From an optimization exercise on the open Yosys and OpenROAD flow, aimed at small area, a short achievable clock period and few clock cycles per item; shortcuts taken in it are not production practice.
Only simulation tests tie the RTL to the original design; equivalence was not proved.

## before
==> flow/design.v (excerpt) <==
module booth_multiplier #(
    parameter N = 32
) (
    input clk,
    input start,
    input signed [N-1:0] multiplicand,
    input signed [N-1:0] multiplier,
    output signed [2*N-1:0] product,
    output reg done
);
    wire one1 = multiplier[0] ^ 1'b0;
    wire two2 = (multiplier[1] ^ multiplier[0]) & ~(multiplier[0] ^ 1'b0);
    wire sel3 = (one1 & multiplicand[0]);
    wire sel4 = (one1 & multiplicand[1]) | (two2 & multiplicand[0]);
    wire sel5 = (one1 & multiplicand[2]) | (two2 & multiplicand[1]);
    wire sel6 = (one1 & multiplicand[3]) | (two2 & multiplicand[2]);
    wire sel7 = (one1 & multiplicand[4]) | (two2 & multiplicand[3]);
    wire sel8 = (one1 & multiplicand[5]) | (two2 & multiplicand[4]);
    wire sel9 = (one1 & multiplicand[6]) | (two2 & multiplicand[5]);
    wire sel10 = (one1 & multiplicand[7]) | (two2 & multiplicand[6]);
    wire sel11 = (one1 & multiplicand[8]) | (two2 & multiplicand[7]);
    wire sel12 = (one1 & multiplicand[9]) | (two2 & multiplicand[8]);
    wire sel13 = (one1 & multiplicand[10]) | (two2 & multiplicand[9]);
    wire sel14 = (one1 & multiplicand[11]) | (two2 & multiplicand[10]);
    wire sel15 = (one1 & multiplicand[12]) | (two2 & multiplicand[11]);
    wire sel16 = (one1 & multiplicand[13]) | (two2 & multiplicand[12]);
    wire sel17 = (one1 & multiplicand[14]) | (two2 & multiplicand[13]);
    wire sel18 = (one1 & multiplicand[15]) | (two2 & multiplicand[14]);
    wire sel19 = (one1 & multiplicand[16]) | (two2 & multiplicand[15]);
  ...
Size in the first run: about 3000 cells after synthesis, roughly 160 flip-flops, about 130 I/O pins, about 0.028 sq mm of cells after synthesis.
==> flow/config.mk <==
export PLATFORM = sky130hd
export DESIGN_NAME = booth_multiplier
export DESIGN_NICKNAME = booth_multiplier
export VERILOG_FILES = /design/flow/design.v
export SDC_FILE = /design/flow/constraint.sdc
export NUM_CORES = 4
export LEC_CHECK = 0
export ABC_AREA = 1
export CAP_MARGIN = 20
export CORE_MARGIN = 2
export CORE_UTILIZATION = 60
export SETUP_SLACK_MARGIN = 0.2
export SLEW_MARGIN = 20
export DONT_USE_CELLS += sky130_fd_sc_hd__clkdlybuf4s15_1 sky130_fd_sc_hd__clkdlybuf4s15_2 sky130_fd_sc_hd__clkdlybuf4s18_1 sky130_fd_sc_hd__clkdlybuf4s18_2 sky130_fd_sc_hd__clkdlybuf4s25_1 sky130_fd_sc_hd__clkdlybuf4s25_2 sky130_fd_sc_hd__clkdlybuf4s50_1 sky130_fd_sc_hd__clkdlybuf4s50_2 sky130_fd_sc_hd__dlygate4sd1_1 sky130_fd_sc_hd__dlygate4sd2_1 sky130_fd_sc_hd__dlygate4sd3_1 sky130_fd_sc_hd__dlymetal6s2s_1 sky130_fd_sc_hd__dlymetal6s4s_1 sky130_fd_sc_hd__dlymetal6s6s_1
==> flow/constraint.sdc <==
create_clock -name core_clock -period 4.5 [get_ports {clk}]
set_input_delay 0.9000 -clock core_clock [delete_from_list [all_inputs] [get_ports {clk}]]
set_output_delay 0.9000 -clock core_clock [all_outputs]
set_load 0.01 [all_outputs]
standard.sh (not shown) runs the stock make flow with config.mk's settings and CLKGATE_MAP_FILE= SYNTH_SCRIPT=/design/flow/synth_recipe.tcl, a recipe that flattens the netlist after the stock synthesis.
==> flow/flow/run.sh <==
#!/bin/bash
# Standard layout, except that the delay cells (clkdlybuf*, dlygate*, dlymetal*)
# may not be used after synthesis: the port buffers and repairs then use
# ordinary buffers.  Synthesis is the standard one.
set -e
cp standard.sh standard_sh.txt
bash standard.sh synth > run_synth.log 2>&1
cat >> config.mk <<'CFG'
export DONT_USE_CELLS += sky130_fd_sc_hd__clkdlybuf4s15_1 sky130_fd_sc_hd__clkdlybuf4s15_2 sky130_fd_sc_hd__clkdlybuf4s18_1 sky130_fd_sc_hd__clkdlybuf4s18_2 sky130_fd_sc_hd__clkdlybuf4s25_1 sky130_fd_sc_hd__clkdlybuf4s25_2 sky130_fd_sc_hd__clkdlybuf4s50_1 sky130_fd_sc_hd__clkdlybuf4s50_2 sky130_fd_sc_hd__dlygate4sd1_1 sky130_fd_sc_hd__dlygate4sd2_1 sky130_fd_sc_hd__dlygate4sd3_1 sky130_fd_sc_hd__dlymetal6s2s_1 sky130_fd_sc_hd__dlymetal6s4s_1 sky130_fd_sc_hd__dlymetal6s6s_1
CFG
bash standard.sh finish > run_finish.log 2>&1
before has completed all stages; timing, DRC and antenna checks passed.
Testbench counts of before, summed over its fixed seeds: cycles 2,400, items 2,400.
Edits applied to the flow inputs when going from before to after:
diff --git a/flow/config.mk b/flow/config.mk
--- a/flow/config.mk
+++ b/flow/config.mk
@@ -12 +12 @@
-export SETUP_SLACK_MARGIN = 0.2
+export SETUP_SLACK_MARGIN = 0.3
## What came out
- after reached the final stage; the timing, DRC and antenna checks on its layout passed.
- after falls short of before in overall via count from detail_route.
- Route | after vs before | wire longer in after
- Diff before -> after: multi-input gate area in the final layout up about 2%, average vias per placed instance rose 0.45%.
- Buffers inserted during post-CTS setup optimization was lower in before than in after.

========
Starting RTL as in the previous note.
Settings: LEC_CHECK=0, ABC_AREA=1, CAP_MARGIN=20, CORE_MARGIN=2, CORE_UTILIZATION=65, SETUP_SLACK_MARGIN=0.2, SLEW_MARGIN=20; clock period 4.5 ns.
Scripts as last shown in full above: flow/flow/run.sh
Testbench counts at the start, summed over its fixed seeds: cycles 2,400, items 2,400.
Next try:
--- a/flow/config.mk
+++ b/flow/config.mk
@@ -9,6 +9,7 @@
 export CAP_MARGIN = 20
 export CORE_MARGIN = 2
-export CORE_UTILIZATION = 65
+export CORE_UTILIZATION = 60
 export SETUP_SLACK_MARGIN = 0.2
 export SLEW_MARGIN = 20
+export TNS_END_PERCENT = 20
 export DONT_USE_CELLS += sky130_fd_sc_hd__clkdlybuf4s15_1 sky130_fd_sc_hd__clkdlybuf4s15_2 sky130_fd_sc_hd__clkdlybuf4s18_1 sky130_fd_sc_hd__clkdlybuf4s18_2 sky130_fd_sc_hd__clkdlybuf4s25_1 sky130_fd_sc_hd__clkdlybuf4s25_2 sky130_fd_sc_hd__clkdlybuf4s50_1 sky130_fd_sc_hd__clkdlybuf4s50_2 sky130_fd_sc_hd__dlygate4sd1_1 sky130_fd_sc_hd__dlygate4sd2_1 sky130_fd_sc_hd__dlygate4sd3_1 sky130_fd_sc_hd__dlymetal6s2s_1 sky130_fd_sc_hd__dlymetal6s4s_1 sky130_fd_sc_hd__dlymetal6s6s_1
After rerunning:
- global-route usage fell by 2.5 points
- synthesized area stays the same
- critical path depth rose by 3
- worst setup slack improves by 13 ps
- final area stays flat
- flip-flop and latch count stays the same
Next try:
--- a/flow/config.mk
+++ b/flow/config.mk
@@ -9,7 +9,6 @@
 export CAP_MARGIN = 20
 export CORE_MARGIN = 2
-export CORE_UTILIZATION = 60
-export SETUP_SLACK_MARGIN = 0.2
+export CORE_UTILIZATION = 65
+export SETUP_SLACK_MARGIN = 0.4
 export SLEW_MARGIN = 20
-export TNS_END_PERCENT = 20
 export DONT_USE_CELLS += sky130_fd_sc_hd__clkdlybuf4s15_1 sky130_fd_sc_hd__clkdlybuf4s15_2 sky130_fd_sc_hd__clkdlybuf4s18_1 sky130_fd_sc_hd__clkdlybuf4s18_2 sky130_fd_sc_hd__clkdlybuf4s25_1 sky130_fd_sc_hd__clkdlybuf4s25_2 sky130_fd_sc_hd__clkdlybuf4s50_1 sky130_fd_sc_hd__clkdlybuf4s50_2 sky130_fd_sc_hd__dlygate4sd1_1 sky130_fd_sc_hd__dlygate4sd2_1 sky130_fd_sc_hd__dlygate4sd3_1 sky130_fd_sc_hd__dlymetal6s2s_1 sky130_fd_sc_hd__dlymetal6s4s_1 sky130_fd_sc_hd__dlymetal6s6s_1
Effect:
- first-iteration DRC count rises by about 13%
- core utilization came out higher by 11 points
- cell area went up by 6.8%
- non-clock buffer count goes up by 100
- global-route usage rose by 4.3 points
- via count went up by about 4.6%
- routed wire length came out higher by 6.2%
- die area shrinks by about 8%
- worst hold slack got worse by 200 ps
Next try:
--- a/flow/config.mk
+++ b/flow/config.mk
@@ -9,5 +9,5 @@
 export CAP_MARGIN = 20
 export CORE_MARGIN = 2
-export CORE_UTILIZATION = 65
+export CORE_UTILIZATION = 60
 export SETUP_SLACK_MARGIN = 0.4
 export SLEW_MARGIN = 20
Result: The changed run went through all stages and came out clean; cell area grows by 0.40%; setup slack is better by 37 ps; routed wire length grows by 0.96%; area after synthesis stays the same; critical path depth is unchanged; fmax grows by 0.89%; die area grows by 8.2%; via count shrinks by 1.2%.
Next try:
--- a/flow/config.mk
+++ b/flow/config.mk
@@ -10,5 +10,5 @@
 export CORE_MARGIN = 2
 export CORE_UTILIZATION = 60
-export SETUP_SLACK_MARGIN = 0.4
+export SETUP_SLACK_MARGIN = 0.1
 export SLEW_MARGIN = 20
 export DONT_USE_CELLS += sky130_fd_sc_hd__clkdlybuf4s15_1 sky130_fd_sc_hd__clkdlybuf4s15_2 sky130_fd_sc_hd__clkdlybuf4s18_1 sky130_fd_sc_hd__clkdlybuf4s18_2 sky130_fd_sc_hd__clkdlybuf4s25_1 sky130_fd_sc_hd__clkdlybuf4s25_2 sky130_fd_sc_hd__clkdlybuf4s50_1 sky130_fd_sc_hd__clkdlybuf4s50_2 sky130_fd_sc_hd__dlygate4sd1_1 sky130_fd_sc_hd__dlygate4sd2_1 sky130_fd_sc_hd__dlygate4sd3_1 sky130_fd_sc_hd__dlymetal6s2s_1 sky130_fd_sc_hd__dlymetal6s4s_1 sky130_fd_sc_hd__dlymetal6s6s_1
What happened:
- cell area decreases by 6.1%
- fmax decreases by 1.9%

==> static timing again, ports no longer ideal <==
No port has a modelled driver above. Below, the same layouts with a new extraction and two added sets of constraints.
Step 1 sets driving cells, clkbuf_16 on the clock port and buf_2 on the other inputs (assumed; they add their load-dependent delay and slew).
Step 2 also shifts input and output timing later by t, the mid clock arrival at the registers, as if the neighbouring blocks saw the same clock.
a / b / c = ideal ports / drivers / drivers and shift; a / b = the first two.
run	t, ns	setup slack, ns	slew at the worst register clock pin (ns)
before	0.563	0.268 / 0.219 / -0.269	0.08 / 0.08
after	0.559	0.290 / 0.227 / -0.218	0.07 / 0.07
the first run of note 2	0.564	0.220 / 0.234 / -0.307	0.07 / 0.07
the second run of note 2	0.557	0.232 / 0.171 / -0.293	0.07 / 0.07
the third run of note 2	0.565	0.280 / 0.219 / -0.161	0.08 / 0.08
the fourth run of note 2	0.553	0.318 / 0.360 / -0.193	0.08 / 0.08
the fifth run of note 2	0.564	0.235 / 0.171 / -0.294	0.08 / 0.08
With both steps, setup timing fails in every run listed, where it was met with ideal ports. The setup slack of before, which loses most, moves by -0.049 ns with the drivers and by -0.537 ns with both steps.
